This design comes from an exercise in tuning for small area, a short achievable clock period and few clock cycles per item on the open sky130 flow, not from production work.
At most, simulation tests tie the RTL to the original design; equivalence was not proved.
For run 8, only the layout was checked, not whether the RTL still works.
Power and IR drop assume default switching activity.

==> design/flow/design.v <==
module rf_read_port(ra, we, wa, wd, rall, rd);
    input [4:0] ra;
    input we;
    input [4:0] wa;
    input [7:0] wd;
    input [255:0] rall;
    output [7:0] rd;
    wire byp, nbyp;
    wire [3:0] nlo;
    wire [7:0] nhi;
    rf_bypass BYP(.ra(ra), .we(we), .wa(wa), .byp(byp), .nbyp(nbyp));
    rf_predecode PDEC(.ra(ra), .nlo(nlo), .nhi(nhi));
    wire [31:0] s;
    assign s[0] = 1'b0;
    genvar i, b;
    generate
        for (i = 1; i < 32; i = i + 1) begin : g_sel
            rf_nor2 SEL(.a(nlo[i % 4]), .b(nhi[i / 4]), .y(s[i]));
        end
        for (b = 0; b < 8; b = b + 1) begin : g_bit
            wire [10:0] g;
            wire [2:0] p;
            wire t, nwd;
            for (i = 0; i < 10; i = i + 1) begin : g_aoi
                rf_a222oi AOI(.a1(s[3*i+1]), .a2(rall[8*(3*i+1)+b]),
                              .b1(s[3*i+2]), .b2(rall[8*(3*i+2)+b]),
                              .c1(s[3*i+3]), .c2(rall[8*(3*i+3)+b]), .y(g[i]));
            end
            rf_nand2 AOI1(.a(s[31]), .b(rall[8*31+b]), .y(g[10]));
            rf_nand4 N0(.a(g[0]), .b(g[1]), .c(g[2]), .d(g[3]), .y(p[0]));
            rf_nand4 N1(.a(g[4]), .b(g[5]), .c(g[6]), .d(g[7]), .y(p[1]));
            rf_nand3 N2(.a(g[8]), .b(g[9]), .c(g[10]), .y(p[2]));
            rf_nor3 T(.a(p[0]), .b(p[1]), .c(p[2]), .y(t));
            rf_inv IW(.a(wd[b]), .y(nwd));
            rf_o22ai O(.a1(t), .a2(byp), .b1(nbyp), .b2(nwd), .y(rd[b]));
        end
    endgenerate
endmodule
module rf_bypass(ra, we, wa, byp, nbyp);
    input [4:0] ra, wa;
    input we;
    output byp, nbyp;
    assign byp = we & (ra == wa);
    assign nbyp = ~byp;
endmodule
module rf_predecode(ra, nlo, nhi);
    input [4:0] ra;
    output [3:0] nlo;
    output [7:0] nhi;
    genvar j;
    generate
        for (j = 0; j < 4; j = j + 1) begin : g_lo
            assign nlo[j] = ~(ra[1:0] == j);
        end
        for (j = 0; j < 8; j = j + 1) begin : g_hi
            assign nhi[j] = ~(ra[4:2] == j);
        end
    endgenerate
endmodule
module rf_nor3(a, b, c, y);
    input a, b, c;
    output y;
    assign y = ~(a | b | c);
endmodule
module rf_a222oi(a1, a2, b1, b2, c1, c2, y);
    input a1, a2, b1, b2, c1, c2;
    output y;
    assign y = ~((a1 & a2) | (b1 & b2) | (c1 & c2));
endmodule
module rf_o22ai(a1, a2, b1, b2, y);
    input a1, a2, b1, b2;
    output y;
    assign y = ~((a1 | a2) & (b1 | b2));
endmodule
module rf_nor2(a, b, y);
    input a, b;
    output y;
    assign y = ~(a | b);
endmodule
module rf_nand2(a, b, y);
    input a, b;
    output y;
    assign y = ~(a & b);
endmodule
module rf_inv(a, y);
    input a;
    output y;
    assign y = ~a;
endmodule
module rf_nand4(a, b, c, d, y);
    input a, b, c, d;
    output y;
    assign y = ~(a & b & c & d);
endmodule
module rf_nand3(a, b, c, y);
    input a, b, c;
    output y;
    assign y = ~(a & b & c);
endmodule
module processor(clk, rst, max_pc, imem_addr, imem_data, dmem_addr, dmem_data, done, out);
    input clk, rst;
    input [7:0] max_pc;
    output [7:0] imem_addr;
    input [31:0] imem_data;
    output [3:0] dmem_addr;
    input [7:0] dmem_data;
    output reg done;
    output [7:0] out;
    reg       e_valid;           
    reg       e_beq, e_bne;      
    reg       e_eql, e_eqh;      
    reg [7:0] e_tgt;             
    reg [7:0] e_seq;             
    reg [7:0] e_a, e_b;          
    reg [4:0] e_wa;              
    reg       e_jal, e_slt, e_lw;
    wire       e_eq  = e_eql & e_eqh;
    wire       taken = (e_beq & e_eq) | (e_bne & ~e_eq);
    wire [7:0] npc   = taken ? e_tgt : e_seq;
    wire [7:0] sum   = e_a + e_b;
    wire       lt    = $signed(e_a) < $signed(e_b);
    wire [7:0] wd    = e_lw  ? dmem_data :
                       e_jal ? e_tgt :
                       e_slt ? {7'd0, lt} : sum;
    wire       finish = e_valid & (npc >= max_pc);
    assign imem_addr = npc;
    assign dmem_addr = sum[3:0];
    reg [7:0] rf [1:31];
    wire [255:0] rall;
    wire [7:0] wd_m = rst ? 8'd0 : wd;
    assign rall[7:0] = 8'd0;
    genvar i;
    generate
        for (i = 1; i < 32; i = i + 1) begin : g_rf
            always @(posedge clk)
                if (rst || e_wa == i)
                    rf[i] <= wd_m;
            assign rall[8 * i +: 8] = rf[i];
        end
    endgenerate
    assign out = rf[4];
    wire [4:0] f_rs = imem_data[25:21];
    wire [4:0] f_rt = imem_data[20:16];
    wire       e_we = (e_wa != 5'd0);
    wire [7:0] f_a, f_b;     
    rf_read_port RPA(.ra(f_rs), .we(e_we), .wa(e_wa), .wd(wd), .rall(rall), .rd(f_a));
    rf_read_port RPB(.ra(f_rt), .we(e_we), .wa(e_wa), .wd(wd), .rall(rall), .rd(f_b));
    wire [5:0] f_op = imem_data[31:26];
    wire [5:0] f_fn = imem_data[5:0];
    wire [7:0] f_imm = imem_data[7:0];
    wire f_rtype = (f_op == 6'b000000);
    wire f_slt   = f_rtype && f_fn == 6'b101010;
    wire f_addu  = f_rtype && f_fn == 6'b100001;
    wire f_jr    = f_rtype && f_fn == 6'b001000;
    wire f_jal   = (f_op == 6'b000011);
    wire f_addiu = (f_op == 6'b001001);
    wire f_beq   = (f_op == 6'b000100);
    wire f_bne   = (f_op == 6'b000101);
    wire f_lw    = (f_op == 6'b100011);
    wire [4:0] f_wa = (f_slt | f_addu)  ? imem_data[15:11] :
                      (f_addiu | f_lw)  ? f_rt :
                      f_jal             ? 5'd31 : 5'd0;
    wire [7:0] f_seq = f_jal ? f_imm : f_jr ? f_a : npc + 8'd1;
    wire go = ~rst & ~done & ~finish;
    always @(posedge clk) begin
        e_tgt  <= npc + (f_jal ? 8'd4 : f_imm);
        e_a    <= f_a;
        e_b    <= (f_addiu | f_lw) ? f_imm : f_b;
        e_slt  <= f_slt;
        e_lw   <= f_lw;
        e_jal  <= f_jal;
        e_eql  <= (f_a[3:0] == f_b[3:0]);
        e_eqh  <= (f_a[7:4] == f_b[7:4]);
        if (rst) begin
            e_valid <= 1'b0;
            e_wa    <= 5'd0;
            e_beq   <= 1'b0;
            e_bne   <= 1'b0;
            e_seq   <= 8'd0;
            done    <= 1'b0;
        end else begin
            e_valid <= go;
            e_wa    <= go ? f_wa : 5'd0;
            e_beq   <= f_beq;
            e_bne   <= f_bne;
            e_seq   <= f_seq;
            if (finish) done <= 1'b1;
        end
    end
endmodule
==> design/flow/flow/run.sh <==
#!/bin/bash
# The standard layout, with strong buffers on the ports (in place of the
# delay cells buffer_ports picks by default) and cell sizing in repair not
# held to the original cell's footprint.
set -euo pipefail
export BUFFER_PORTS_ARGS="-buffer_cell sky130_fd_sc_hd__buf_4"
bash standard.sh MATCH_CELL_FOOTPRINT=0 finish > standard.log 2>&1
==> design/flow/standard.sh <==
#!/bin/bash
# synth_recipe.tcl (not shown) runs the flow's synth.tcl, then flattens the netlist and writes it again
# the make line also repeats each setting of config.mk as NAME=value (left out here)
make -C /OpenROAD-flow-scripts/flow DESIGN_CONFIG=/design/flow/config.mk WORK_HOME=/design/flow/orfs CLKGATE_MAP_FILE= SYNTH_SCRIPT=/design/flow/synth_recipe.tcl "${@:-finish}"
==> design/flow/config.mk <==
export PLATFORM = sky130hd
export DESIGN_NAME = processor
export DESIGN_NICKNAME = processor
export VERILOG_FILES = /design/flow/design.v
export SDC_FILE = /design/flow/constraint.sdc
export NUM_CORES = 4
export LEC_CHECK = 0
export CAP_MARGIN = 20
export CORE_MARGIN = 2
export CORE_UTILIZATION = 40
export PLACE_DENSITY = 0.6
export SETUP_SLACK_MARGIN = 2.9
export SLEW_MARGIN = 20
export SYNTH_HIERARCHICAL = 1
export SYNTH_MINIMUM_KEEP_SIZE = 0
==> design/flow/constraint.sdc <==
create_clock -name core_clock -period 6.0 [get_ports {clk}]
set_input_delay 1.2000 -clock core_clock [delete_from_list [all_inputs] [get_ports {clk}]]
set_output_delay 1.2000 -clock core_clock [all_outputs]
set_load 0.01 [all_outputs]
==> parameters.txt, run 1 <==
Parameter                              Value

STA
  Final count of hold timing violations    0
  Min Hold Slack    0.4974 ns
  Setup repair after global routing missed its margin    yes
  Worst clock skew    0.02914 ns
  Transition time at the pin with the least slew margin    1.026 ns
  Final-report setup violation count    0
  Max Clk Rate    0.3159 GHz
  Part of the cycle the worst path needs    52.76%
  Max-slew violations    0
  Slew margin rel.    31.44%
  Final sum of negative setup slack    0 ns
  Time the final worst path needs with I/O delays and setup    3.165 ns

Floorplanning
  Initial Utilization    40.82%
  Die Width    189.5 um
  Num ports    71
  Number of cell rows    67
  Floorplan die height    189.5 um
  Die Footprint    0.03589 mm2
  Core ar.    0.03370 mm2

Clock tree
  Latest clock arrival within the worst-skew pair    0.52 ns
  Clock transition at path regs    0.06 ns
  Depth of the CTS H-tree    2
  Root cell of the clock tree    clkbuf_16
  Clock sink total    294
  Hold buffer count at cts    0
  Clock tree from TritonCTS    built
  Clock Tree Buf Depth    3
  Clock buffer count from CTS    34

Setup path
  Cell with the largest stage delay on the worst path    a222oi_1
  Critical path class    in2reg
  Arrival time at the worst endpoint    3.58 ns
  Crit path capture type    flop
  Sequence of cells on the critical path    buf_4, or3b_4, nor2_4, a222oi_1, nand4_1, nor3_2, o22ai_1, xor2_1, nor4_2
  Max stage delay on crit path    0.55 ns
  CP required    6.42 ns
  Type of element launching the critical path    input port
  Depth of the worst register-to-register path    13
  Biggest fanout along the worst timing path    10

Global route
  Met3 Use GR    4.430%
  Global routing usage summed across all routing layers    23.35%
  Number of global-route vias before repair    10,200
  Busiest grt layer    met2
  First-pass GRT wire length    62,780 um
  Final global-route overflow total    0
  Maximum number of pins on one net before global-route repair    52
  Met2 track utilization from global routing    37.66%
  Antenna violations before repair    0
  Met1 routing resource usage after global routing    31.14%

Run
  Max-cap viol count    0

Routing
  Via count normalized by instance count    6.467
  Vias post-DR    10,670
  Count of routing violations after the opening detailed-route iteration    1,619
  Avg WL per Cell    26.18 um
  Number of antenna-violating nets in the routed design    0
  DRC Markers    0
  Sum of routed wire length over all layers    43,190 um
  1st-pass router iterations    7

Placed design
  Sum of net half-perimeters after detailed placement    30,720 um
  Post-placement cell count    1,564
  Global placer's final weighted congestion    0.9424
  Placed Instance Area    0.01482 mm2
  Count of buffers from port buffering    67

Final layout
  Total of fill cells in the finished design    2,965
  Layout Cells excl Fill    1,650
  Fraction of final layout cells sized beyond drive strength 1    25.29%
  Final net count    1,260
  Area growth from synthesis to final layout    21.27%
  Final core area utilization    49.51%
  Antenna diode instance count    0
  Area of all placed cells without fillers    0.01668 mm2

Run status
  Result of the run  timing/DRC/antenna clean

Synthesis
  Net count after synthesis    1,147
  Netlist area before placement    0.01376 mm2
  Cells after Synth    1,066
  Yosys warning count    8
  Synth Area per Inst    12.91 um2

Pwr
  Lkg Pwr    6.028 nW
  Largest vdd supply drop    281.9 uV
  Power per unit of standard cell area    410.6 mW/mm2

Worst hold path
  Min-delay worst type    reg2reg
  Worst Hold Path Cells    2
==> power breakdown <==
group          leakage (nW)  switching [mW]  internal (mW)  total, mW
clock                 0.523           0.827           1.17       2.00
combinational          2.59           0.946          0.558       1.50
sequential             2.91           0.316           3.03       3.35
==> layout by cell type, fill, tap and decap left out, types with 9 or more instances in the layout <==
cell type and n:
clkbuf_16 34, a21o_1 14, nand3b_1 10, nor2_2 37, dfxtp_1 43, inv_1 51
o22ai_2 9, buf_4 92, a221oi_1 9, ha_1 26, nor3_2 15, nor2_1 40
nand2_1 65, nand3_1 27, o21ai_0 14, a21oi_1 19, o21bai_1 17, nand4_1 33
xnor2_1 10, a222oi_1 160, edfxtp_1 248, xor2_1 22, nor2_4 19
==> metal layers <==
layer,routed length [um],up-vias
met5,77,-
met4,1531,2
met3,4245,92
met2,20410,631
met1,16930,5238
li1,-,4707
==> worst max-delay path: cells and delay by family <==
| kind | cells | cell delay (ns) |
|---|---|---|
| and+or+nand+nor | 5 | 1.30 |
| xor gates and xnor gates | 1 | 0.20 |
| buffers and inverters | 1 | 0.18 |
| AOI/OAI and AO/OA | 2 | 0.69 |
==> path summary, 6_finish.rpt <==
| path | from | to | slack, ns |
|---|---|---|---|
| min reg2reg | done$_SDFFE_PP0P_ | done$_SDFFE_PP0P_ | 0.50 |
| max | imem_data[19] | e_eqh$_DFF_P_ | 2.83 |
| min | done$_SDFFE_PP0P_ | done$_SDFFE_PP0P_ | 0.50 |
| max reg2reg | e_b[1]$_DFF_P_ | e_seq[7]$_SDFF_PP0_ | 3.09 |
==> state kept, by name, summed over array words and instances (netlist names) <==
signal / cells
rf: 248
e_a: 8
e_valid: 1
e_jal: 1
e_bne: 1
e_b: 8
e_wa: 5
done: 1
e_lw: 1
e_slt: 1
e_seq: 8
e_beq: 1
e_eqh: 1
e_tgt: 8
e_eql: 1
==> final cells by class <==
type                            instances  area (um2)  area share, %
Clock buffer                           37       862.1          5.167
Timing Repair Buffer                  102       814.5          4.882
Multi-Input combinational cell        692        5667          33.97
Sequential cell                       294        8372          50.18
Inverter                               55       206.4          1.237
Clock inverter                         22       201.4          1.207
Tap cell                              448       560.5          3.360
==> through the flow <==
stage / power [mW] / setup WS, ns
CTS: 6.799 / 2.769
global route: 7.134 / 2.820
floorplan: 4.051 / 2.674
global placement: 4.646 / 1.879
finish: 6.851 / 2.835
detailed placement: 4.706 / 1.840
==> what timing repair did <==
item	CTS	global route
setup buffers	6	21
endpoints found under the setup margin	70	78
pin swaps	22	68
resized for setup	81	76
Testbench counts, summed over its fixed seeds: cycles 16,064, instructions 15,104.
==> inputs of run 2 (changes only) <==
--- a/design/flow/config.mk
+++ b/design/flow/config.mk
@@ -7,9 +7,9 @@
 export LEC_CHECK = 0
 export CAP_MARGIN = 20
 export CORE_MARGIN = 2
-export CORE_UTILIZATION = 40
-export PLACE_DENSITY = 0.6
-export SETUP_SLACK_MARGIN = 2.9
+export CORE_UTILIZATION = 55
+export PLACE_DENSITY = 0.7
+export SETUP_SLACK_MARGIN = 3.2
 export SLEW_MARGIN = 20
 export SYNTH_HIERARCHICAL = 1
 export SYNTH_MINIMUM_KEEP_SIZE = 0
==> parameters.txt, run 2 <==
Parameter                              Value

Run status
  Result of the run  timing/DRC/antenna clean

Global route
  Number of global-route vias before repair    10,800 (+5.9%)
  Antenna violations before repair    0 (unchanged)
  First-pass GRT wire length    64,670 um (+3.0%)
  Final global-route overflow total    0 (unchanged)
  Global routing usage summed across all routing layers    32.94% (+9.6 points)
  Maximum number of pins on one net before global-route repair    52 (unchanged)

STA
  Slew margin rel.    33.91% (+2.5 points)
  Max Clk Rate    0.3179 GHz (+0.64%)
  Time the final worst path needs with I/O delays and setup    3.145 ns (-0.02013 ns)
  Part of the cycle the worst path needs    52.42% (-0.34 points)
  Worst clock skew    0.01384 ns (-0.01529 ns)
  Final-report setup violation count    0 (unchanged)
  Max-slew violations    0 (unchanged)
  Transition time at the pin with the least slew margin    0.9893 ns (-0.03702 ns)
  Final count of hold timing violations    0 (unchanged)
  Setup repair after global routing missed its margin    yes
  Min Hold Slack    0.5257 ns (+0.02830 ns)
  Final sum of negative setup slack    0 ns (unchanged)

Floorplanning
  Die Footprint    0.02629 mm2 (-27%)
  Die Width    162.2 um (-14%)
  Initial Utilization    56.24% (+15 points)
  Number of cell rows    57 (-15%)
  Num ports    71 (unchanged)
  Core ar.    0.02446 mm2 (-27%)
  Floorplan die height    162.2 um (-14%)

Final layout
  Final net count    1,327 (+5.3%)
  Area growth from synthesis to final layout    26.85%
  Storage element area    0.008381 mm2 (+0.10%)
  Antenna diode instance count    0 (unchanged)
  Area of all placed cells without fillers    0.01745 mm2 (+4.6%)
  Layout Cells excl Fill    1,592 (-3.5%)
  Area taken by multi-input logic gates    0.005916 mm2 (+4.4%)
  Register ranked first by flip-flop count    rf
  Most frequent standard cell in the layout excluding fill and tap cells    edfxtp_1
  Total of fill cells in the finished design    1,629 (-45%)
  Flip-flop count of the largest register, all copies and words added    248 (unchanged)
  Commonest non-fill, non-tap cells in the layout    edfxtp_1, a222oi_1, buf_4, nand2_1, inv_1
  Fraction of final layout cells sized beyond drive strength 1    31.70% (+6.4 points)

Setup path
  Critical path class    in2reg
  Crit path capture type    flop
  Cell with the largest stage delay on the worst path    a222oi_1
  Max stage delay on crit path    0.63 ns (+0.08 ns)
  Sequence of cells on the critical path    buf_12, or3b_4, nor2_4, a222oi_1, nand4_1, nor3_2, o22ai_2, xor2_1, nor4_1
  CP required    6.45 ns (+0.03 ns)
  Biggest fanout along the worst timing path    8 (-2)
  Cell family with most CP delay    simple AND/OR/NAND/NOR gates
  Type of element launching the critical path    input port
  Arrival time at the worst endpoint    3.59 ns (about the same)
  Buffers & Inverters on Critical Path    1 (unchanged)

Synthesis
  Synth Area per Inst    12.91 um2 (unchanged)
  Netlist area before placement    0.01376 mm2 (unchanged)
  Net count after synthesis    1,147 (unchanged)
  Yosys warning count    8 (unchanged)
  Cells after Synth    1,066 (unchanged)

Placed design
  Global placer's final weighted congestion    0.9538 (+1.2%)
  Placed Instance Area    0.01490 mm2 (+0.54%)
  Count of buffers from port buffering    67 (unchanged)
  Post-placement cell count    1,439 (-8.0%)
  Sum of net half-perimeters after detailed placement    29,910 um (-2.6%)

Clock tree
  Clock sink total    294 (unchanged)
  Clock transition at path regs    0.07 ns (about the same)
  Hold buffer count at cts    0 (unchanged)
  Clock buffer count from CTS    30 (-12%)
  Clock Tree Buf Depth    3 (unchanged)
  Root cell of the clock tree    clkbuf_16
  Depth of the CTS H-tree    1 (-1)
  Clock tree from TritonCTS    built
  Latest clock arrival within the worst-skew pair    0.56 ns (+0.04 ns)

Run
  Max-cap viol count    0 (unchanged)

Pwr
  Lkg Pwr    6.424 nW (+6.6%)
  Largest vdd supply drop    319.3 uV (+13%)
  Power per unit of standard cell area    393.0 mW/mm2 (-4.3%)

Routing
  Vias post-DR    11,300 (+5.9%)
  Via count normalized by instance count    7.101 (+9.8%)
  Avg WL per Cell    28.24 um (+7.9%)
  Sum of routed wire length over all layers    44,950 um (+4.1%)
  DRC Markers    0 (unchanged)
  1st-pass router iterations    10 (+3)
  Count of routing violations after the opening detailed-route iteration    2,284 (+41%)
  Number of antenna-violating nets in the routed design    0 (unchanged)

Worst hold path
  Min-delay worst type    reg2reg
[run 2: changes by cell type in the layout (fill, tap and decap cells not counted), sizes merged]
cell / before / now
clkbuf: 37 / 40
buf: 102 / 172
clkinv: 18 / 11
[run 2: per-stage QoR]
stage / utilization [%] / setup WS (ns) / power, mW
floorplan: - / 2.674 / 4.067
global placement: 60.90 / 2.170 / 4.626
detailed placement: 60.90 / 2.182 / 4.687
CTS: 69.14 / 2.959 / 6.722
global route: 71.34 / 2.874 / 7.105
finish: 71.34 / 2.855 / 6.858
[run 2: metal layers]
layer | global-route usage [%] | routed length, um
met5 | 0 | 0
met4 | 15.61 | 2697
met3 | 6.410 | 4981
met2 | 52.44 | 20610
met1 | 43.96 | 16660
[run 2: layout make-up]
| class | instances | area share, % |
|---|---|---|
| flip-flops and latches | 294 | 48.02 |
| multi-input cells | 692 | 33.90 |
| repair buffers | 173 | 8.977 |
| clock buffers | 39 | 4.617 |
| well taps | 324 | 2.323 |
| inverters | 55 | 1.183 |
| clock inverters | 15 | 0.9751 |
[run 2: worst reg2reg max path: stages (launching register included)]
cell	delay, ns
dfxtp_4	0.38
a21bo_4	0.24
nand2_4	0.13
mux2i_4	0.29
buf_6	0.13
buf_6	0.09
buf_6	0.10
ha_4	0.18
nand2b_4	0.13
a21oi_2	0.11
a31oi_1	0.06
o31ai_2	0.33
a21boi_2	0.10
or3_4	0.41
nor2_1	0.12
[run 2: worst paths after layout]
kind                                            to  slack, ns  depth (start not counted)              start
worst max-delay path                 e_eql$_DFF_P_       2.85                          9      imem_data[24]
worst min-delay path             done$_SDFFE_PP0P_       0.53                          2  done$_SDFFE_PP0P_
worst max register to register  e_wa[4]$_SDFF_PP0_       3.14                         14      e_eql$_DFF_P_
worst min register to register   done$_SDFFE_PP0P_       0.53                          2  done$_SDFFE_PP0P_
[run 2: repair_timing]
| action | CTS | global route |
|---|---|---|
| cloned | 1 | 0 |
| hold endpoints to repair | 0 | 0 |
| endpoints found under the setup margin | 152 | 80 |
| pin swaps | 110 | 77 |
| resized for setup | 122 | 54 |
| buffers inserted | 63 | 34 |
[run 2: report_power, final]
part | internal (mW) | switching, mW | total, mW
combinational | 0.658 | 0.993 | 1.65
sequential | 3.04 | 0.324 | 3.36
clock | 1.08 | 0.771 | 1.85
total | 4.77 | 2.09 | 6.86
==> inputs of run 3 (changes only) <==
--- a/design/flow/config.mk
+++ b/design/flow/config.mk
@@ -7,7 +7,7 @@
 export LEC_CHECK = 0
 export CAP_MARGIN = 20
 export CORE_MARGIN = 2
-export CORE_UTILIZATION = 55
+export CORE_UTILIZATION = 40
 export PLACE_DENSITY = 0.7
 export SETUP_SLACK_MARGIN = 3.2
 export SLEW_MARGIN = 20
==> parameters.txt, run 3 <==
Parameter                              Value

Run status
  Result of the run  timing/DRC/antenna clean

Clock tree
  Hold buffer count at cts    0 (unchanged)
  Root cell of the clock tree    clkbuf_16
  Depth of the CTS H-tree    1 (unchanged)
  Clock Tree Buf Depth    3 (unchanged)
  Clock transition at path regs    0.06 ns (about the same)
  Clock tree from TritonCTS    built
  Clock buffer count from CTS    30 (unchanged)
  Clock sink total    294 (unchanged)
  Latest clock arrival within the worst-skew pair    0.58 ns (+0.02 ns)

Placed design
  Placed Instance Area    0.01507 mm2 (+1.1%)
  Global placer's final weighted congestion    0.9677 (+1.5%)
  Sum of net half-perimeters after detailed placement    29,740 um (-0.55%)
  Count of buffers from port buffering    67 (unchanged)
  Post-placement cell count    1,564 (+8.7%)

STA
  Final-report setup violation count    0 (unchanged)
  Transition time at the pin with the least slew margin    0.9641 ns (-0.02523 ns)
  Part of the cycle the worst path needs    53.18% (+0.76 points)
  Worst clock skew    0.01206 ns (-0.001779 ns)
  Final sum of negative setup slack    0 ns (unchanged)
  Time the final worst path needs with I/O delays and setup    3.191 ns (+0.04584 ns)
  Slew margin rel.    35.59% (+1.7 points)
  Final count of hold timing violations    0 (unchanged)
  Max Clk Rate    0.3134 GHz (-1.4%)
  Max-slew violations    0 (unchanged)
  Setup repair after global routing missed its margin    yes

Worst hold path
  Worst Hold End    done$_SDFFE_PP0P_
  Min-delay worst type    reg2reg
  Worst Hold Path Cells    2 (unchanged)
  Hold Crit Start    done$_SDFFE_PP0P_

Final layout
  Fraction of final layout cells sized beyond drive strength 1    29.26% (-2.4 points)
  Final core area utilization    51.19% (-20 points)
  Register ranked first by flip-flop count    rf
  Final net count    1,304 (-1.7%)
  Most frequent standard cell in the layout excluding fill and tap cells    edfxtp_1
  Area growth from synthesis to final layout    25.39%
  Area of all placed cells without fillers    0.01725 mm2 (-1.1%)
  Layout Cells excl Fill    1,692 (+6.3%)
  Antenna diode instance count    0 (unchanged)
  Commonest non-fill, non-tap cells in the layout    edfxtp_1, a222oi_1, buf_4, nand2_1, inv_1
  Flip-flop count of the largest register, all copies and words added    248 (unchanged)

Global route
  Busiest grt layer    met2
  Antenna violations before repair    0 (unchanged)
  Met1 routing resource usage after global routing    30.24% (-14 points)
  Met3 Use GR    5.153% (-1.3 points)
  Final global-route overflow total    0 (unchanged)
  Global routing usage summed across all routing layers    23.31% (-9.6 points)
  First-pass GRT wire length    63,320 um (-2.1%)
  Number of global-route vias before repair    10,480 (-3.0%)
  Met2 track utilization from global routing    37.84% (-15 points)
  Maximum number of pins on one net before global-route repair    52 (unchanged)

Synthesis
  Cells after Synth    1,066 (unchanged)
  Yosys warning count    8 (unchanged)
  Net count after synthesis    1,147 (unchanged)
  Netlist area before placement    0.01376 mm2 (unchanged)
  Synth Area per Inst    12.91 um2 (unchanged)

Routing
  DRC Markers    0 (unchanged)
  1st-pass router iterations    9 (-1)
  Count of routing violations after the opening detailed-route iteration    2,041 (-11%)
  Via count normalized by instance count    6.590 (-7.2%)
  Vias post-DR    11,150 (-1.4%)
  Number of antenna-violating nets in the routed design    0 (unchanged)
  Avg WL per Cell    25.99 um (-7.9%)
  Sum of routed wire length over all layers    43,980 um (-2.2%)

Setup path
  Critical Path Most Common Cell    buf_4
  Sequence of cells on the critical path    buf_12, nand3b_1, buf_4, buf_4, nor2_4, a222oi_1, nand4_1, nor3_2, o22ai_2, xor2_1, nor4_2
  Worst setup startpoint    imem_data[23]
  CP required    6.46 ns (about the same)
  Max stage delay on crit path    0.48 ns (-0.15 ns)
  Arrival time at the worst endpoint    3.65 ns (+0.06 ns)
  Crit path capture type    flop
  Buffers & Inverters on Critical Path    3 (+2)
  Cell family with most CP delay    simple AND/OR/NAND/NOR gates
  Critical register-to-register path startpoint    e_eql$_DFF_P_
  Biggest fanout along the worst timing path    8 (unchanged)
  Type of element launching the critical path    input port
  Critical path class    in2reg
  Depth of the worst register-to-register path    13 (-1)
  Register-to-register setup slack    3.11 ns (-0.03 ns)
  Crit Reg-Reg Endpoint    e_wa[1]$_SDFF_PP0_
  Cell with the largest stage delay on the worst path    a222oi_1

Pwr
  P_int    4.693 mW (-1.6%)
  Lkg Pwr    6.240 nW (-2.9%)
  Seq pwr share    49.6% (+0.6 points)
  Part of the power in combinational logic    23.4% (-0.7 points)
  Power per unit of standard cell area    392.1 mW/mm2 (-0.24%)
  Largest vdd supply drop    299.4 uV (-6.2%)
  Net switching power    2.070 mW (-0.87%)
  Fraction of power spent switching nets    30.61% (+0.16 points)
  Clock network fraction of design power    27.0% (about the same)

Floorplanning
  Die Width    189.5 um (+17%)
  Initial Utilization    40.82% (-15 points)
  Floorplan die height    189.5 um (+17%)
  Number of cell rows    67 (+18%)
  Core ar.    0.03370 mm2 (+38%)
  Die Footprint    0.03589 mm2 (+36%)
  Num ports    71 (unchanged)

Run
  Max-cap viol count    0 (unchanged)
## run 3: per-stage QoR
stage                     hold slack, ns  setup WS [ns]  power, mW
after global placement            0.4767          2.074      4.620
final                             0.5041          2.809      6.763
after detailed placement          0.4913          2.035      4.687
after floorplan                   0.5121          2.674      4.067
after CTS                         0.5063          2.927      6.641
after global routing              0.5380          2.792      7.004
## run 3: worst register-to-register path: cells and delay by family, from the launching register on
family,cells,cell delay (ns)
adders and majority gates,1,0.21
AOI/OAI and AO/OA,4,0.55
and+or+nand+nor,4,0.99
buffers and inverters,3,0.36
DFF,1,0.37
muxes,1,0.34
## run 3: area by class of cell
cell class | count | area, um2
tap | 448 | 560.5
inverter | 55 | 209.0
timing repair buffer | 150 | 1308
fill | 2806 | 16450
sequential | 294 | 8382
multi-input combinational | 692 | 5856
clock inverter | 13 | 147.6
clock buffer | 40 | 788.3
## run 3: layer usage
metal | vias up | part of all wire, %
met5 | - | 0
met4 | 0 | 4.8
met3 | 135 | 11
met2 | 760 | 47
met1 | 5470 | 38
li1 | 4785 | -
## run 3: how the worst max path moves through the flow
| stage | end | slack, ns | depth (start not counted) |
|---|---|---|---|
| 5_1_grt | e_seq[3]$_SDFF_PP0_ | 2.79 | 10 |
| 3_3_place_gp | e_eql$_DFF_P_ | 2.07 | 9 |
| 2_1_floorplan | e_tgt[6]$_DFF_P_ | 2.67 | 12 |
| 4_1_cts | dmem_addr[3] | 2.93 | 7 |
| 6_report | e_eql$_DFF_P_ | 2.81 | 11 |
| 3_5_place_dp | e_eql$_DFF_P_ | 2.04 | 9 |
## run 3: timing repair
action                                  in CTS  in global routing
pin swaps                                   95                 43
gates resized for setup                    119                 40
buffers inserted                            46                 28
endpoints found under the setup margin     136                132
gates cloned                                 1                  0
## run 3: power groups by stage
stage	logic (mW)	registers (mW)	clock network (mW)
global placement	1.29	3.33	0
global route	1.68	3.41	1.91
detailed placement	1.32	3.36	0
finish	1.58	3.36	1.83
CTS	1.47	3.34	1.83
floorplan	0.804	3.26	0
==> inputs of run 4 (changes only) <==
--- a/design/flow/config.mk
+++ b/design/flow/config.mk
@@ -8,7 +8,7 @@
 export CAP_MARGIN = 20
 export CORE_MARGIN = 2
 export CORE_UTILIZATION = 40
-export PLACE_DENSITY = 0.7
+export PLACE_DENSITY = 0.5
 export SETUP_SLACK_MARGIN = 3.2
 export SLEW_MARGIN = 20
 export SYNTH_HIERARCHICAL = 1
==> parameters.txt, run 4 <==
Parameter                              Value

Floorplanning
  Core ar.    0.03370 mm2 (unchanged)
  Die Footprint    0.03589 mm2 (unchanged)
  Initial Utilization    40.82% (unchanged)
  Num ports    71 (unchanged)
  Floorplan die height    189.5 um (unchanged)
  Die Width    189.5 um (unchanged)
  Number of cell rows    67 (unchanged)

STA
  Final-report setup violation count    0 (unchanged)
  Part of the cycle the worst path needs    54.38% (+1.2 points)
  Slew margin rel.    31.34% (-4.3 points)
  Worst clock skew    0.01660 ns (+0.004535 ns)
  Time the final worst path needs with I/O delays and setup    3.263 ns (+0.07185 ns)
  Max Clk Rate    0.3065 GHz (-2.2%)
  Final sum of negative setup slack    0 ns (unchanged)
  Max-slew violations    0 (unchanged)
  Final count of hold timing violations    0 (unchanged)
  Transition time at the pin with the least slew margin    1.028 ns (+0.06366 ns)
  Setup repair after global routing missed its margin    yes

Global route
  First-pass GRT wire length    66,980 um (+5.8%)
  Final global-route overflow total    0 (unchanged)
  Antenna violations before repair    0 (unchanged)
  Number of global-route vias before repair    10,310 (-1.5%)
  Maximum number of pins on one net before global-route repair    52 (unchanged)
  Global routing usage summed across all routing layers    25.43% (+2.1 points)

Synthesis
  Synth Area per Inst    12.91 um2 (unchanged)
  Yosys warning count    8 (unchanged)
  Netlist area before placement    0.01376 mm2 (unchanged)
  Net count after synthesis    1,147 (unchanged)
  Cells after Synth    1,066 (unchanged)

Worst hold path
  Min-delay worst type    reg2reg
  Hold Crit Start    done$_SDFFE_PP0P_
  Worst Hold Path Cells    2 (unchanged)

Pwr
  P_int    4.855 mW (+3.4%)
  Power per unit of standard cell area    399.8 mW/mm2 (+2.0%)
  Seq pwr share    48.0% (-1.6 points)
  Net switching power    2.115 mW (+2.2%)
  Largest vdd supply drop    293.6 uV (-1.9%)
  Clock network fraction of design power    28.8% (+1.8 points)
  Lkg Pwr    6.340 nW (+1.6%)
  Fraction of power spent switching nets    30.34% (-0.27 points)
  Part of the power in combinational logic    23.2% (-0.2 points)

Placed design
  Sum of net half-perimeters after detailed placement    32,660 um (+9.8%)
  Global placer's final weighted congestion    0.8836 (-8.7%)
  Count of buffers from port buffering    67 (unchanged)

Final layout
  Storage element area    0.008382 mm2 (unchanged)
  Flip-flop count of the largest register, all copies and words added    248 (unchanged)
  Most frequent standard cell in the layout excluding fill and tap cells    edfxtp_1
  Final core area utilization    51.73% (+0.54 points)
  Antenna diode instance count    0 (unchanged)
  Area growth from synthesis to final layout    26.71%
  Register ranked first by flip-flop count    rf
  Fraction of final layout cells sized beyond drive strength 1    29.93% (+0.67 points)
  Area taken by multi-input logic gates    0.005862 mm2 (+0.11%)
  Total of fill cells in the finished design    2,874 (+2.4%)
  Final net count    1,312 (+0.61%)
  Commonest non-fill, non-tap cells in the layout    edfxtp_1, a222oi_1, buf_4, nand2_1, inv_1

Clock tree
  Clock tree from TritonCTS    built
  Clock buffer count from CTS    34 (+13%)
  Latest clock arrival within the worst-skew pair    0.52 ns (-0.06 ns)
  Root cell of the clock tree    clkbuf_16
  Clock transition at path regs    0.05 ns (about the same)
  Clock sink total    294 (unchanged)
  Depth of the CTS H-tree    2 (+1)
  Clock Tree Buf Depth    3 (unchanged)

Run status
  Result of the run  timing/DRC/antenna clean

Routing
  DRC Markers    0 (unchanged)
  Avg WL per Cell    27.70 um (+6.6%)
  Number of antenna-violating nets in the routed design    0 (unchanged)
  Via count normalized by instance count    6.350 (-3.6%)
  Count of routing violations after the opening detailed-route iteration    1,586 (-22%)
  1st-pass router iterations    10 (+1)
  Sum of routed wire length over all layers    47,120 um (+7.1%)
  Vias post-DR    10,800 (-3.1%)

Setup path
  Biggest fanout along the worst timing path    8 (unchanged)
  Critical path class    in2reg
  Crit path capture type    flop
  Critical register-to-register path startpoint    e_a[1]$_DFF_P_
  Depth of the worst register-to-register path    12 (-1)
  CP required    6.40 ns (-0.06 ns)
  Arrival time at the worst endpoint    3.66 ns (about the same)
  Type of element launching the critical path    input port
  Worst setup startpoint    imem_data[24]

Run
  Max-cap viol count    0 (unchanged)
[run 4: final timing paths]
path	end	slack, ns
worst max-delay path	e_eqh$_DFF_P_	2.74
worst min-delay path	done$_SDFFE_PP0P_	0.51
worst max register to register	e_seq[7]$_SDFF_PP0_	3.19
worst min register to register	done$_SDFFE_PP0P_	0.51
[run 4: repair_timing]
action / in CTS / in global routing
endpoints found under the setup margin: 181 / 144
hold buffers: 0 / 0
resized for setup: 81 / 74
setup buffers: 39 / 39
cloned: 0 / 1
pin swaps: 47 / 70
[run 4: area by class of cell]
type,count,area share [%]
sequential,294,48.08
multi-input combinational,692,33.63
timing repair buffer,154,7.773
clock buffer,42,5.175
tap,448,3.216
inverter,55,1.184
clock inverter,16,0.9403
[run 4: through the flow]
step	setup slack [ns]	instance area (um2)	hold slack, ns	instances	power, mW
floorplan	2.674	14060	0.5121	1066	4.067
global placement	1.912	15060	0.4729	1564	4.713
finish	2.737	17430	0.5107	1701	6.970
CTS	2.828	16770	0.5102	1661	6.893
detailed placement	1.822	15060	0.4930	1564	4.743
global route	2.721	17430	0.5738	1701	7.274
[run 4: layer usage]
| layer | routed length (um) | track usage (%) | vias to the layer above |
|---|---|---|---|
| met3 | 3523 | 3.837 | 87 |
| met5 | 0 | 0 | - |
| met1 | 19740 | 34.87 | 5409 |
| li1 | - | - | 4808 |
| met4 | 1708 | 9.064 | 0 |
| met2 | 22150 | 41.19 | 497 |
[run 4: worst max-delay path, stage by stage]
cell and delay (ns):
buf_12 0.11, or3b_4 0.27, nor2_4 0.07, a222oi_1 0.69, nand4_1 0.39, nor3_2 0.33, o22ai_4 0.13, xor2_1 0.18
nor4_2 0.28
[run 4: power groups by stage]
stage	logic (mW)	clock network [mW]	registers (mW)
floorplan	0.804	0	3.26
global placement	1.37	0	3.34
detailed placement	1.38	0	3.36
CTS	1.52	2.04	3.33
global route	1.74	2.13	3.41
finish	1.62	2.01	3.34
==> inputs of run 5 (changes only) <==
==> design/flow/config.mk (replaced) <==
export PLATFORM = sky130hd
export DESIGN_NAME = processor
export DESIGN_NICKNAME = processor
export VERILOG_FILES = /design/flow/design.v
export SDC_FILE = /design/flow/constraint.sdc
export NUM_CORES = 4
export LEC_CHECK = 0
export CAP_MARGIN = 5
export CORE_MARGIN = 2
export CORE_UTILIZATION = 40
export PLACE_DENSITY = 0.6
export SETUP_SLACK_MARGIN = 3.2
export SLEW_MARGIN = 5
export SYNTH_HIERARCHICAL = 1
export SYNTH_MINIMUM_KEEP_SIZE = 0
==> parameters.txt, run 5 <==
Parameter                              Value

Final layout
  Area of all placed cells without fillers    0.01723 mm2 (-1.2%)
  Final net count    1,301 (-0.84%)
  Fraction of final layout cells sized beyond drive strength 1    29.33% (-0.60 points)
  Total of fill cells in the finished design    2,915 (+1.4%)
  Area taken by multi-input logic gates    0.005851 mm2 (-0.19%)
  Area growth from synthesis to final layout    25.25%
  Register ranked first by flip-flop count    rf
  Flip-flop count of the largest register, all copies and words added    248 (unchanged)
  Most frequent standard cell in the layout excluding fill and tap cells    edfxtp_1
  Antenna diode instance count    0 (unchanged)
  Storage element area    0.008378 mm2 (about the same)
  Commonest non-fill, non-tap cells in the layout    edfxtp_1, a222oi_1, buf_4, nand2_1, inv_1
  Layout Cells excl Fill    1,689 (-0.71%)

Synthesis
  Synth Area per Inst    12.91 um2 (unchanged)
  Cells after Synth    1,066 (unchanged)
  Netlist area before placement    0.01376 mm2 (unchanged)
  Yosys warning count    8 (unchanged)
  Net count after synthesis    1,147 (unchanged)

Pwr
  Largest vdd supply drop    220.5 uV (-25%)
  Power per unit of standard cell area    394.3 mW/mm2 (-1.4%)
  Lkg Pwr    6.249 nW (-1.4%)

Setup path
  Crit Reg-Reg Endpoint    e_wa[3]$_SDFF_PP0_
  Critical path class    reg2out
  Crit path capture type    primary output
  Sequence of cells on the critical path    and3_4, nor2_4, mux2i_4, inv_2, buf_4
  Cell with the largest stage delay on the worst path    dfxtp_4
  Depth of the worst register-to-register path    12 (unchanged)
  CP required    4.80 ns (-1.60 ns)
  Critical register-to-register path startpoint    e_eqh$_DFF_P_
  Arrival time at the worst endpoint    1.88 ns (-1.78 ns)
  Max stage delay on crit path    0.37 ns (-0.32 ns)
  Biggest fanout along the worst timing path    4 (-4)
  Type of element launching the critical path    flop
  Worst setup startpoint    e_eqh$_DFF_P_
  Register-to-register setup slack    3.17 ns (-0.02 ns)

Run status
  Result of the run  timing/DRC/antenna clean

Routing
  Count of routing violations after the opening detailed-route iteration    1,482 (-6.6%)
  1st-pass router iterations    7 (-3)
  Sum of routed wire length over all layers    44,420 um (-5.7%)
  Via count normalized by instance count    6.384 (+0.53%)
  Avg WL per Cell    26.30 um (-5.1%)
  DRC Markers    0 (unchanged)
  Vias post-DR    10,780 (-0.18%)
  Number of antenna-violating nets in the routed design    0 (unchanged)

STA
  Slew margin rel.    29.95% (-1.4 points)
  Max-slew violations    0 (unchanged)
  Final-report setup violation count    0 (unchanged)
  Final worst slack    2.919 ns (+0.1817 ns)
  Transition time at the pin with the least slew margin    1.049 ns (+0.02088 ns)
  Part of the cycle the worst path needs    51.35% (-3.0 points)
  Final sum of negative setup slack    0 ns (unchanged)
  Final count of hold timing violations    0 (unchanged)
  Setup repair after global routing missed its margin    yes
  Max Clk Rate    0.3245 GHz (+5.9%)
  Time the final worst path needs with I/O delays and setup    3.081 ns (-0.1817 ns)
  Worst clock skew    0.01301 ns (-0.003591 ns)

Floorplanning
  Floorplan die height    189.5 um (unchanged)
  Number of cell rows    67 (unchanged)
  Die Width    189.5 um (unchanged)
  Initial Utilization    40.82% (unchanged)
  Core ar.    0.03370 mm2 (unchanged)
  Num ports    71 (unchanged)
  Die Footprint    0.03589 mm2 (unchanged)

Clock tree
  Hold buffer count at cts    0 (unchanged)
  Clock buffer count from CTS    31 (-8.8%)
  Root cell of the clock tree    clkbuf_16
  Clock Tree Buf Depth    3 (unchanged)
  Depth of the CTS H-tree    1 (-1)
  Latest clock arrival within the worst-skew pair    0.59 ns (+0.07 ns)
  Clock tree from TritonCTS    built
  Clock sink total    294 (unchanged)
  Clock transition at path regs    0.07 ns (+0.02 ns)

Global route
  Final global-route overflow total    0 (unchanged)
  First-pass GRT wire length    64,510 um (-3.7%)
  Number of global-route vias before repair    10,420 (+1.0%)
  Maximum number of pins on one net before global-route repair    52 (unchanged)
  Antenna violations before repair    0 (unchanged)
  Global routing usage summed across all routing layers    23.99% (-1.4 points)

Worst hold path
  Hold Crit Start    done$_SDFFE_PP0P_
  Min-delay worst type    reg2reg
  Worst Hold End    done$_SDFFE_PP0P_
  Worst Hold Path Cells    2 (unchanged)

Placed design
  Global placer's final weighted congestion    0.8933 (+1.1%)
  Worst setup slack after placement    2.036 ns (+0.2148 ns)
  Sum of net half-perimeters after detailed placement    31,000 um (-5.1%)
  Count of buffers from port buffering    67 (unchanged)
  Post-placement cell count    1,564 (unchanged)
  Placed Instance Area    0.01506 mm2 (unchanged)

Run
  Max-cap viol count    0 (unchanged)
-- run 5: stage by stage --
step                total power [mW]  util [%]  hold WS, ns
floorplan                      4.067         -       0.5121
global placement               4.649     44.69       0.4796
detailed placement             4.698     44.69       0.4966
CTS                            6.749     49.93       0.5113
global route                   7.070     51.13       0.5670
finish                         6.794     51.13       0.5216
-- run 5: area by class of cell --
type	count	share of cell area, %
clock inverter	17	0.9948
clock buffer	37	4.633
sequential	294	48.62
inverter	55	1.198
tap	448	3.253
multi-input combinational	692	33.96
timing repair buffer	146	7.341
-- run 5: worst max-delay path by stage --
stage / to / depth (start not counted)
after floorplan: e_tgt[6]$_DFF_P_ / 12
after global placement: e_eql$_DFF_P_ / 9
after detailed placement: e_eql$_DFF_P_ / 9
after CTS: dmem_addr[3] / 7
after global routing: imem_addr[0] / 5
final: imem_addr[5] / 5
-- run 5: where the power goes --
part | total [mW] | internal, mW | switching [mW]
clock | 1.86 | 1.07 | 0.795
sequential | 3.34 | 3.03 | 0.308
combinational | 1.59 | 0.621 | 0.967
-- run 5: worst max-delay path, delay by kind of cell, from the launching register on --
kind,cells,cell delay [ns]
simple gates,2,0.42
buf+inv,2,0.22
mux,1,0.29
flops,1,0.37
-- run 5: what timing repair did --
action	4_1_cts	5_1_grt
buffers inserted	40	30
gates resized for setup	119	41
pin swaps	90	69
setup endpoints to repair	154	87
gates cloned	1	0
-- run 5: routing by layer --
| layer | routed length, um | track usage, % | share of wire (%) | vias to the layer above |
|---|---|---|---|---|
| met5 | 0 | 0 | 0 | - |
| met4 | 2070 | 10.23 | 4.7 | 0 |
| met3 | 3631 | 3.411 | 8.2 | 107 |
| met2 | 20730 | 39.39 | 47 | 574 |
| met1 | 17980 | 31.90 | 40 | 5331 |
| li1 | - | - | - | 4770 |
==> inputs of run 6 (changes only) <==
--- a/design/flow/flow/run.sh
+++ b/design/flow/flow/run.sh
@@ -4,4 +4,4 @@
 # held to the original cell's footprint.
 set -euo pipefail
 export BUFFER_PORTS_ARGS="-buffer_cell sky130_fd_sc_hd__buf_4"
-bash standard.sh MATCH_CELL_FOOTPRINT=0 finish > standard.log 2>&1
+bash standard.sh MATCH_CELL_FOOTPRINT=0 RECOVER_POWER=30 finish > standard.log 2>&1
--- a/design/flow/config.mk
+++ b/design/flow/config.mk
@@ -5,11 +5,11 @@
 export SDC_FILE = /design/flow/constraint.sdc
 export NUM_CORES = 4
 export LEC_CHECK = 0
-export CAP_MARGIN = 5
+export CAP_MARGIN = 20
 export CORE_MARGIN = 2
 export CORE_UTILIZATION = 40
 export PLACE_DENSITY = 0.6
 export SETUP_SLACK_MARGIN = 3.2
-export SLEW_MARGIN = 5
+export SLEW_MARGIN = 20
 export SYNTH_HIERARCHICAL = 1
 export SYNTH_MINIMUM_KEEP_SIZE = 0
==> parameters.txt, run 6 <==
Parameter                              Value

Run status
  Result of the run    finished with violations
  Causes of the layout check failure    max-capacitance violations, max-slew violations

Pwr
  Largest vdd supply drop    222.7 uV (+1.0%)
  Power per unit of standard cell area    395.1 mW/mm2 (+0.20%)
  Lkg Pwr    6.225 nW (-0.38%)

Floorplanning
  Die Footprint    0.03589 mm2 (unchanged)
  Number of cell rows    67 (unchanged)
  Floorplan die height    189.5 um (unchanged)
  Initial Utilization    40.82% (unchanged)
  Num ports    71 (unchanged)
  Die Width    189.5 um (unchanged)
  Core ar.    0.03370 mm2 (unchanged)

Routing
  Sum of routed wire length over all layers    44,330 um (-0.20%)
  Vias post-DR    10,830 (+0.42%)
  1st-pass router iterations    7 (unchanged)
  Via count normalized by instance count    6.410 (+0.42%)
  Avg WL per Cell    26.24 um (-0.20%)
  Number of antenna-violating nets in the routed design    0 (unchanged)
  Count of routing violations after the opening detailed-route iteration    1,527 (+3.0%)
  DRC Markers    0 (unchanged)

Clock tree
  Clock transition at path regs    0.07 ns (about the same)
  Latest clock arrival within the worst-skew pair    0.59 ns (about the same)
  Depth of the CTS H-tree    1 (unchanged)
  Clock buffer count from CTS    31 (unchanged)
  Clock Tree Buf Depth    3 (unchanged)
  Clock sink total    294 (unchanged)
  Hold buffer count at cts    0 (unchanged)
  Root cell of the clock tree    clkbuf_16
  Clock tree from TritonCTS    built

Final layout
  Area growth from synthesis to final layout    24.95%
  Register ranked first by flip-flop count    rf
  Antenna diode instance count    0 (unchanged)
  Most frequent standard cell in the layout excluding fill and tap cells    edfxtp_1
  Flip-flop count of the largest register, all copies and words added    248 (unchanged)
  Fraction of final layout cells sized beyond drive strength 1    28.44% (-0.89 points)
  Area taken by multi-input logic gates    0.005824 mm2 (-0.45%)
  Storage element area    0.008378 mm2 (unchanged)
  Final net count    1,301 (unchanged)
  Total of fill cells in the finished design    2,927 (+0.41%)
  Commonest non-fill, non-tap cells in the layout    edfxtp_1, a222oi_1, buf_4, nand2_1, inv_1

STA
  Final-report setup violation count    0 (unchanged)
  Worst clock skew    0.01130 ns (-0.001709 ns)
  Max-slew violations    52 (+52)
  Slew margin rel.    -88.82% (-120 points)
  Max Clk Rate    0.2702 GHz (-17%)
  Part of the cycle the worst path needs    61.69% (+10 points)
  Transition time at the pin with the least slew margin    2.832 ns (+1.784 ns)
  Final worst slack    2.299 ns (-0.6203 ns)
  Final sum of negative setup slack    0 ns (unchanged)
  Time the final worst path needs with I/O delays and setup    3.701 ns (+0.6203 ns)
  Setup repair after global routing missed its margin    yes
  Final count of hold timing violations    0 (unchanged)

Placed design
  Sum of net half-perimeters after detailed placement    31,000 um (unchanged)
  Worst setup slack after placement    2.036 ns (unchanged)
  Global placer's final weighted congestion    0.8933 (unchanged)
  Count of buffers from port buffering    67 (unchanged)

Setup path
  Cell family with most CP delay    buffers and inverters
  Buffers & Inverters on Critical Path    2 (unchanged)
  Biggest fanout along the worst timing path    51 (+47)
  CP required    6.31 ns (+1.51 ns)
  Critical path class    in2reg
  Sequence of cells on the critical path    clkbuf_1, nor2b_4, buf_4
  Type of element launching the critical path    input port
  Crit path capture type    flop
  Arrival time at the worst endpoint    4.01 ns (+2.13 ns)
  Max stage delay on crit path    1.96 ns (+1.59 ns)
  Cell with the largest stage delay on the worst path    clkbuf_1

Synthesis
  Netlist area before placement    0.01376 mm2 (unchanged)
  Yosys warning count    8 (unchanged)
  Cells after Synth    1,066 (unchanged)
  Net count after synthesis    1,147 (unchanged)
  Synth Area per Inst    12.91 um2 (unchanged)

Global route
  Global routing usage summed across all routing layers    23.99% (unchanged)
  First-pass GRT wire length    64,510 um (unchanged)
  Number of global-route vias before repair    10,420 (unchanged)
  Final global-route overflow total    0 (unchanged)
  Maximum number of pins on one net before global-route repair    52 (unchanged)
  Antenna violations before repair    0 (unchanged)

Worst hold path
  Min-delay worst type    reg2reg

Run
  Max-cap viol count    1 (+1)
run 6: area by class of cell:
cell class / instances / share of cell area, %
clock buffers: 37 / 4.644
clock inverters: 17 / 0.9972
inverters: 55 / 1.201
multi-input cells: 692 / 33.88
flip-flops and latches: 294 / 48.74
well taps: 448 / 3.261
repair buffers: 146 / 7.272
run 6: what timing repair did:
action	in CTS	in global routing
pin swaps	90	69
cloned	1	0
resized for setup	119	41
setup endpoints to repair	154	87
setup buffers	40	30
run 6: final timing paths:
path,startpoint,to,slack (ns),cells past startpoint
hold / removal,done$_SDFFE_PP0P_,done$_SDFFE_PP0P_,0.52,2
setup / recovery,rst,rf[17][2]$_DFFE_PP_,2.30,3
hold reg to reg,done$_SDFFE_PP0P_,done$_SDFFE_PP0P_,0.52,2
setup reg to reg,e_eqh$_DFF_P_,e_wa[3]$_SDFF_PP0_,3.17,12
run 6: per-layer routing:
metal	track usage, %	vias up	share of wire [%]
li1	-	4774	-
met1	31.90	5351	40
met2	39.39	592	47
met3	3.411	110	8.7
met4	10.23	0	4.6
met5	0	-	0
run 6: per-stage QoR:
stage	area, um2	util [%]	power, mW	hold WS [ns]	std cells
2_1_floorplan	14060	-	4.067	0.5121	1066
3_3_place_gp	15060	44.69	4.649	0.4796	1564
3_5_place_dp	15060	44.69	4.698	0.4966	1564
4_1_cts	16830	49.93	6.749	0.5113	1659
5_1_grt	17190	51.01	7.069	0.5670	1689
6_report	17190	51.01	6.791	0.5218	1689
run 6: worst min-delay path: stages, from the launching register on:
cell and delay [ns]:
dfxtp_1 0.33, nor2_1 0.11, nor2_1 0.04
run 6: where the power goes:
| part | total (mW) | leakage, nW | switching (mW) | internal [mW] |
|---|---|---|---|---|
| Clock | 1.87 | 0.464 | 0.798 | 1.07 |
| Sequential | 3.34 | 2.92 | 0.307 | 3.03 |
| Combinational | 1.58 | 2.85 | 0.963 | 0.620 |
==> inputs of run 7 (changes only) <==
==> design/flow/flow/run.sh (replaced) <==
#!/bin/bash
# The standard layout, with strong buffers on the ports (in place of the
# delay cells buffer_ports picks by default) and cell sizing in repair not
# held to the original cell's footprint.
set -euo pipefail
export BUFFER_PORTS_ARGS="-buffer_cell sky130_fd_sc_hd__buf_4"
bash standard.sh MATCH_CELL_FOOTPRINT=0 RECOVER_POWER=100 finish > standard.log 2>&1
==> parameters.txt, run 7 <==
Parameter                              Value

Final layout
  Register ranked first by flip-flop count    rf
  Flip-flop count of the largest register, all copies and words added    248 (unchanged)
  Antenna diode instance count    0 (unchanged)
  Commonest non-fill, non-tap cells in the layout    edfxtp_1, a222oi_1, buf_4, nand2_1, inv_1
  Most frequent standard cell in the layout excluding fill and tap cells    edfxtp_1
  Final net count    1,301 (unchanged)
  Total of fill cells in the finished design    2,983 (+1.9%)
  Area growth from synthesis to final layout    22.33%
  Fraction of final layout cells sized beyond drive strength 1    22.88% (-5.6 points)

Clock tree
  Clock buffer count from CTS    31 (unchanged)
  Latest clock arrival within the worst-skew pair    0.59 ns (about the same)
  Hold buffer count at cts    0 (unchanged)
  Depth of the CTS H-tree    1 (unchanged)
  Clock transition at path regs    0.07 ns (about the same)
  Clock sink total    294 (unchanged)
  Clock Tree Buf Depth    3 (unchanged)
  Root cell of the clock tree    clkbuf_16
  Clock tree from TritonCTS    built

Floorplanning
  Initial Utilization    40.82% (unchanged)
  Num ports    71 (unchanged)
  Number of cell rows    67 (unchanged)
  Floorplan die height    189.5 um (unchanged)
  Die Width    189.5 um (unchanged)
  Die Footprint    0.03589 mm2 (unchanged)
  Core ar.    0.03370 mm2 (unchanged)

Setup path
  Biggest fanout along the worst timing path    51 (unchanged)
  Cell with the largest stage delay on the worst path    clkbuf_1
  Crit path capture type    flop
  Worst setup startpoint    rst
  Depth of the worst register-to-register path    11 (-1)
  CP required    6.18 ns (-0.13 ns)
  Max stage delay on crit path    1.66 ns (-0.30 ns)
  Critical register-to-register path startpoint    e_a[0]$_DFF_P_
  Type of element launching the critical path    input port
  Critical Path Most Common Cell    clkbuf_1
  Sequence of cells on the critical path    clkbuf_1, nor2b_1, clkbuf_1
  Arrival time at the worst endpoint    4.30 ns (+0.29 ns)
  Critical path class    in2reg

STA
  Min Hold Slack    0.5145 ns (-0.007262 ns)
  Final sum of negative setup slack    0 ns (unchanged)
  Final count of hold timing violations    0 (unchanged)
  Part of the cycle the worst path needs    68.64% (+6.9 points)
  Final-report setup violation count    0 (unchanged)
  Worst clock skew    0.01141 ns (+0.0001136 ns)
  Time the final worst path needs with I/O delays and setup    4.118 ns (+0.4170 ns)
  Max Clk Rate    0.2428 GHz (-10%)
  Final worst slack    1.882 ns (-0.4169 ns)
  Transition time at the pin with the least slew margin    2.392 ns (-0.4405 ns)
  Setup repair after global routing missed its margin    yes
  Max-slew violations    116 (+120%)
  Slew margin rel.    -59.45% (+29 points)

Synthesis
  Yosys warning count    8 (unchanged)
  Synth Area per Inst    12.91 um2 (unchanged)
  Net count after synthesis    1,147 (unchanged)
  Netlist area before placement    0.01376 mm2 (unchanged)
  Cells after Synth    1,066 (unchanged)

Run status
  Result of the run    finished with violations
  Causes of the layout check failure    max-capacitance violations, max-slew violations

Routing
  Number of antenna-violating nets in the routed design    0 (unchanged)
  DRC Markers    0 (unchanged)
  Routed wl met2    20,860 um (+0.22%)
  Via count normalized by instance count    6.428 (+0.28%)
  Avg WL per Cell    26.35 um (+0.42%)
  Top sig layer    met4
  Sum of routed wire length over all layers    44,510 um (+0.42%)
  1st-pass router iterations    10 (+3)
  WL met3    3651 um (-5.7%)
  Vias post-DR    10,860 (+0.28%)
  Count of routing violations after the opening detailed-route iteration    1,603 (+5.0%)
  Routed met1 length    18,070 um (+2.7%)

Placed design
  Sum of net half-perimeters after detailed placement    31,000 um (unchanged)
  Worst setup slack after placement    2.036 ns (unchanged)
  Global placer's final weighted congestion    0.8933 (unchanged)
  Count of buffers from port buffering    67 (unchanged)

Global route
  First-pass GRT wire length    64,510 um (unchanged)
  Number of global-route vias before repair    10,420 (unchanged)
  Maximum number of pins on one net before global-route repair    52 (unchanged)
  Final global-route overflow total    0 (unchanged)
  Global routing usage summed across all routing layers    23.99% (unchanged)
  Antenna violations before repair    0 (unchanged)

Worst hold path
  Hold Crit Start    done$_SDFFE_PP0P_
  Worst Hold Path Cells    2 (unchanged)
  Min-delay worst type    reg2reg

Pwr
  Lkg Pwr    6.066 nW (-2.6%)
  Largest vdd supply drop    221.7 uV (-0.46%)
  Power per unit of standard cell area    396.2 mW/mm2 (+0.28%)

Run
  Max-cap viol count    4 (+3)
[run 7: cell types whose count changed in the layout (fill, tap and decap cells not counted), moves of 5 or more]
| cell | delta |
|---|---|
| nor3_1 | +16 |
| clkbuf_1 | +21 |
| nor2b_4 | -5 |
| buf_4 | -21 |
| nor2b_1 | +6 |
| nor3_2 | -16 |
| o22ai_1 | +8 |
| o22ai_2 | -7 |
[run 7: critical path, delay by kind of cell]
family	cells	cell delay (ns)
buf+inv	2	2.23
simple gates	1	0.82
[run 7: worst paths after layout]
kind / endpoint / slack (ns)
max: rf[29][3]$_DFFE_PP_ / 1.88
min reg2reg: done$_SDFFE_PP0P_ / 0.51
max reg2reg: rf[29][3]$_DFFE_PP_ / 2.29
min: done$_SDFFE_PP0P_ / 0.51
[run 7: power breakdown]
part	switching (mW)	internal, mW	total, mW
Combinational	0.936	0.516	1.45
Sequential	0.304	3.05	3.35
Clock	0.796	1.07	1.87
Total	2.04	4.63	6.67
[run 7: area by class of cell]
class                   instances  area [um2]  share of cell area (%)
flip-flops and latches        294        8377                   49.78
multi-input cells             692        5544                   32.94
well taps                     448       560.5                   3.331
inverters                      55       206.4                   1.227
repair buffers                146        1171                   6.959
clock buffers                  37       798.3                   4.744
clock inverters                17       171.4                   1.019
[run 7: metrics by stage]
step	cells	utilization (%)	total power [mW]	instance area, um2
CTS	1659	49.93	6.749	16830
detailed placement	1564	44.69	4.698	15060
finish	1689	49.94	6.667	16830
global route	1689	49.94	6.944	16830
global placement	1564	44.69	4.649	15060
floorplan	1066	-	4.067	14060
[run 7: layer usage]
metal	vias up	global-route usage, %
met5	-	0
met2	600	39.39
met4	0	10.23
met1	5370	31.90
met3	106	3.411
li1	4781	-
[run 7: what timing repair did]
action	CTS	global route
gates cloned	1	0
endpoints found under the setup margin	154	87
resized for setup	119	41
buffers inserted	40	30
pin swaps	90	69
==> inputs of run 8 (changes only) <==
--- a/design/flow/design.v
+++ b/design/flow/design.v
@@ -124,7 +124,7 @@
                        e_slt ? {7'd0, lt} : sum;
     wire       finish = e_valid & (npc >= max_pc);
     assign imem_addr = npc;
-    assign dmem_addr = sum[3:0];
+    addr4 DADDR(.a(e_a[3:0]), .b(e_b[3:0]), .s(dmem_addr));
     reg [7:0] rf [1:31];
     wire [255:0] rall;
     wire [7:0] wd_m = rst ? 8'd0 : wd;
@@ -188,3 +188,8 @@
         end
     end
 endmodule
+module addr4(a, b, s);
+    input [3:0] a, b;
+    output [3:0] s;
+    assign s = a + b;
+endmodule
==> design/flow/flow/run.sh (replaced) <==
#!/bin/bash
# The standard layout, with strong buffers on the ports (in place of the
# delay cells buffer_ports picks by default) and cell sizing in repair not
# held to the original cell's footprint.
set -euo pipefail
export BUFFER_PORTS_ARGS="-buffer_cell sky130_fd_sc_hd__buf_4"
bash standard.sh MATCH_CELL_FOOTPRINT=0 finish > standard.log 2>&1
==> parameters.txt, run 8 <==
Parameter                              Value

Floorplanning
  Floorplan die height    190.4 um (+0.49%)
  Num ports    71 (unchanged)
  Die Width    190.4 um (+0.49%)
  Core ar.    0.03437 mm2 (+2.0%)
  Initial Utilization    40.43% (-0.40 points)
  Die Footprint    0.03625 mm2 (+0.99%)
  Number of cell rows    68 (+1.5%)

Run
  Max-cap viol count    0 (-4)

Synthesis
  Net count after synthesis    1,175 (+2.4%)
  Cells after Synth    1,090 (+2.3%)
  Netlist area before placement    0.01390 mm2 (+1.0%)
  Yosys warning count    8 (unchanged)
  Synth Area per Inst    12.75 um2 (-1.2%)

Global route
  Met2 track utilization from global routing    39.86% (+0.47 points)
  Met3 Use GR    3.423% (+0.012 points)
  Number of global-route vias before repair    10,810 (+3.8%)
  Busiest grt layer    met2
  Maximum number of pins on one net before global-route repair    43 (-17%)
  Met1 routing resource usage after global routing    31.97% (+0.072 points)
  Final global-route overflow total    0 (unchanged)
  Antenna violations before repair    0 (unchanged)
  First-pass GRT wire length    66,100 um (+2.5%)
  Global routing usage summed across all routing layers    24.28% (+0.29 points)

Routing
  1st-pass router iterations    7 (-3)
  DRC Markers    0 (unchanged)
  Sum of routed wire length over all layers    45,520 um (+2.3%)
  Avg WL per Cell    26.18 um (-0.67%)
  Number of antenna-violating nets in the routed design    0 (unchanged)
  Vias post-DR    11,110 (+2.3%)
  Count of routing violations after the opening detailed-route iteration    1,673 (+4.4%)
  Via count normalized by instance count    6.390 (-0.59%)

Final layout
  Fraction of final layout cells sized beyond drive strength 1    30.30% (+7.4 points)
  Flip-flop count of the largest register, all copies and words added    248 (unchanged)
  Register ranked first by flip-flop count    rf
  Most frequent standard cell in the layout excluding fill and tap cells    edfxtp_1
  Layout Cells excl Fill    1,739 (+3.0%)
  Area growth from synthesis to final layout    27.62%
  Commonest non-fill, non-tap cells in the layout    edfxtp_1, a222oi_1, buf_4, nand2_1, inv_1
  Final net count    1,344 (+3.3%)
  Antenna diode instance count    0 (unchanged)

Clock tree
  Clock transition at path regs    0.06 ns (about the same)
  Latest clock arrival within the worst-skew pair    0.58 ns (about the same)
  Clock tree from TritonCTS    built
  Depth of the CTS H-tree    1 (unchanged)
  Root cell of the clock tree    clkbuf_16
  Clock Tree Buf Depth    3 (unchanged)
  Clock buffer count from CTS    31 (unchanged)
  Clock sink total    294 (unchanged)

STA
  Worst clock skew    0.01243 ns (+0.001020 ns)
  Max Clk Rate    0.3265 GHz (+34%)
  Final count of hold timing violations    0 (unchanged)
  Time the final worst path needs with I/O delays and setup    3.063 ns (-1.056 ns)
  Final sum of negative setup slack    0 ns (unchanged)
  Setup repair after global routing missed its margin    yes
  Max-slew violations    0 (-100%)
  Min Hold Slack    0.6401 ns (+0.1256 ns)
  Final-report setup violation count    0 (unchanged)
  Final worst slack    2.937 ns (+1.056 ns)
  Transition time at the pin with the least slew margin    0.8118 ns (-1.580 ns)
  Part of the cycle the worst path needs    51.05% (-18 points)
  Slew margin rel.    45.68% (+110 points)

Setup path
  Crit path capture type    primary output
  Register-to-register setup slack    3.15 ns (+0.86 ns)
  Cell with the largest stage delay on the worst path    dfxtp_4
  Depth of the worst register-to-register path    12 (+1)
  Path length in cells of the critical path    5 (+2)
  Buffers & Inverters on Critical Path    2 (unchanged)
  Crit Reg-Reg Endpoint    e_eqh$_DFF_P_
  Type of element launching the critical path    flop
  Critical register-to-register path startpoint    e_a[1]$_DFF_P_
  Max stage delay on crit path    0.37 ns (-1.29 ns)
  Biggest fanout along the worst timing path    7 (-86%)
  Worst setup startpoint    e_eqh$_DFF_P_
  CP required    4.80 ns (-1.38 ns)
  Sequence of cells on the critical path    and3_4, nor2_4, buf_12, mux2_4, buf_6
  Cell family with most CP delay    flip-flops
  Critical path destination    imem_addr[0]
  Arrival time at the worst endpoint    1.86 ns (-2.44 ns)
  Critical path class    reg2out

Pwr
  Post-route total power    6.839 mW (+2.6%)
  Largest vdd supply drop    241.0 uV (+8.7%)
  Lkg Pwr    6.442 nW (+6.2%)
  Power per unit of standard cell area    385.7 mW/mm2 (-2.7%)

Placed design
  Post-placement cell count    1,605 (+2.6%)
  Worst setup slack after placement    2.052 ns (+0.01511 ns)
  Count of buffers from port buffering    67 (unchanged)
  Sum of net half-perimeters after detailed placement    31,200 um (+0.64%)
  Global placer's final weighted congestion    0.9375 (+4.9%)

Worst hold path
  Min-delay worst type    reg2reg
  Hold Crit Start    e_valid$_SDFF_PP0_

Run status
  Result of the run  timing/DRC/antenna clean
run 8: final cells by class:
class | count | area [um2]
sequential | 294 | 8386
clock buffer | 34 | 828.3
multi-input combinational | 724 | 6060
tap | 455 | 569.3
fill | 2978 | 16640
timing repair buffer | 162 | 1458
clock inverter | 24 | 252.7
inverter | 46 | 180.2
run 8: layer usage:
layer	up-vias	wire length, um
li1	4903	-
met1	5482	18030
met2	617	21700
met3	110	3670
met4	0	2120
met5	-	0
run 8: report_power, final:
group	switching (mW)	total [mW]	internal [mW]	leakage, nW
combinational	0.972	1.59	0.622	3.00
sequential	0.293	3.24	2.95	2.91
clock	0.830	2.00	1.17	0.525
run 8: tightest hold or removal path: cells and delay by family, from the launching register on:
family | cells | cell delay (ns)
DFF | 1 | 0.31
and+or+nand+nor | 1 | 0.09
AOI/OAI and AO/OA | 2 | 0.22
run 8: repair_timing:
item | in CTS | in global routing
cloned | 0 | 2
gates resized for setup | 106 | 64
pin swaps | 81 | 93
hold buffers | 0 | 0
setup endpoints to repair | 199 | 175
setup buffers | 37 | 36
run 8: worst min path at each step:
| stage | to | slack (ns) | cells after the start |
|---|---|---|---|
| after floorplan | done$_SDFFE_PP0P_ | 0.57 | 2 |
| after global placement | done$_SDFFE_PP0P_ | 0.55 | 2 |
| after detailed placement | done$_SDFFE_PP0P_ | 0.55 | 2 |
| after CTS | done$_SDFFE_PP0P_ | 0.61 | 2 |
| after global routing | done$_SDFFE_PP0P_ | 0.72 | 3 |
| final | done$_SDFFE_PP0P_ | 0.64 | 3 |
run 8: stage by stage:
| stage | instance area (um2) | utilization [%] |
|---|---|---|
| 2_1_floorplan | 14200 | - |
| 3_3_place_gp | 15270 | 44.43 |
| 3_5_place_dp | 15270 | 44.43 |
| 4_1_cts | 17110 | 49.77 |
| 5_1_grt | 17730 | 51.59 |
| 6_report | 17730 | 51.59 |

## re-timing with driven ports
No port has a modelled driver above. Below, the same layouts with a new extraction and two added sets of constraints.
Step 1 (the two cells are an assumption about what drives the block):
set clk [get_ports {clk}]
set_driving_cell -lib_cell sky130_fd_sc_hd__clkbuf_16 $clk
set_driving_cell -lib_cell sky130_fd_sc_hd__buf_2 [delete_from_list [all_inputs] $clk]
Step 2 moves the port delays by t, midway between the first and last clock arrival at a register: inputs arrive t later, outputs are due t later. That takes back most of the time a late clock gives input paths.
a / b / c = ideal / step 1 / step 2; a / b = the first two.
run	t, ns	setup slack, ns	worst setup path after step 2	worst slew at a driven data input, ns	cell pins on the clock port's net
run 1	0.556	2.835 / 2.865 / 2.309	input to register	0.07	1
run 2	0.602	2.855 / 2.846 / 2.244	input to register	0.17	1
run 3	0.627	2.809 / 2.706 / 2.079	input to register	0.16	1
run 4	0.564	2.737 / 2.741 / 2.177	input to register	0.19	1
run 5	0.629	2.919 / 2.870 / 2.297	input to register	0.14	1
run 6	0.631	2.299 / 2.302 / 1.671	input to register	0.14	1
run 7	0.629	1.882 / 1.887 / 1.258	input to register	0.15	1
run 8	0.630	2.937 / 2.884 / 2.320	input to register	0.07	1
For run 3, which loses most, drivers alone change the setup slack by -0.103 ns; drivers and shift together by -0.730 ns.
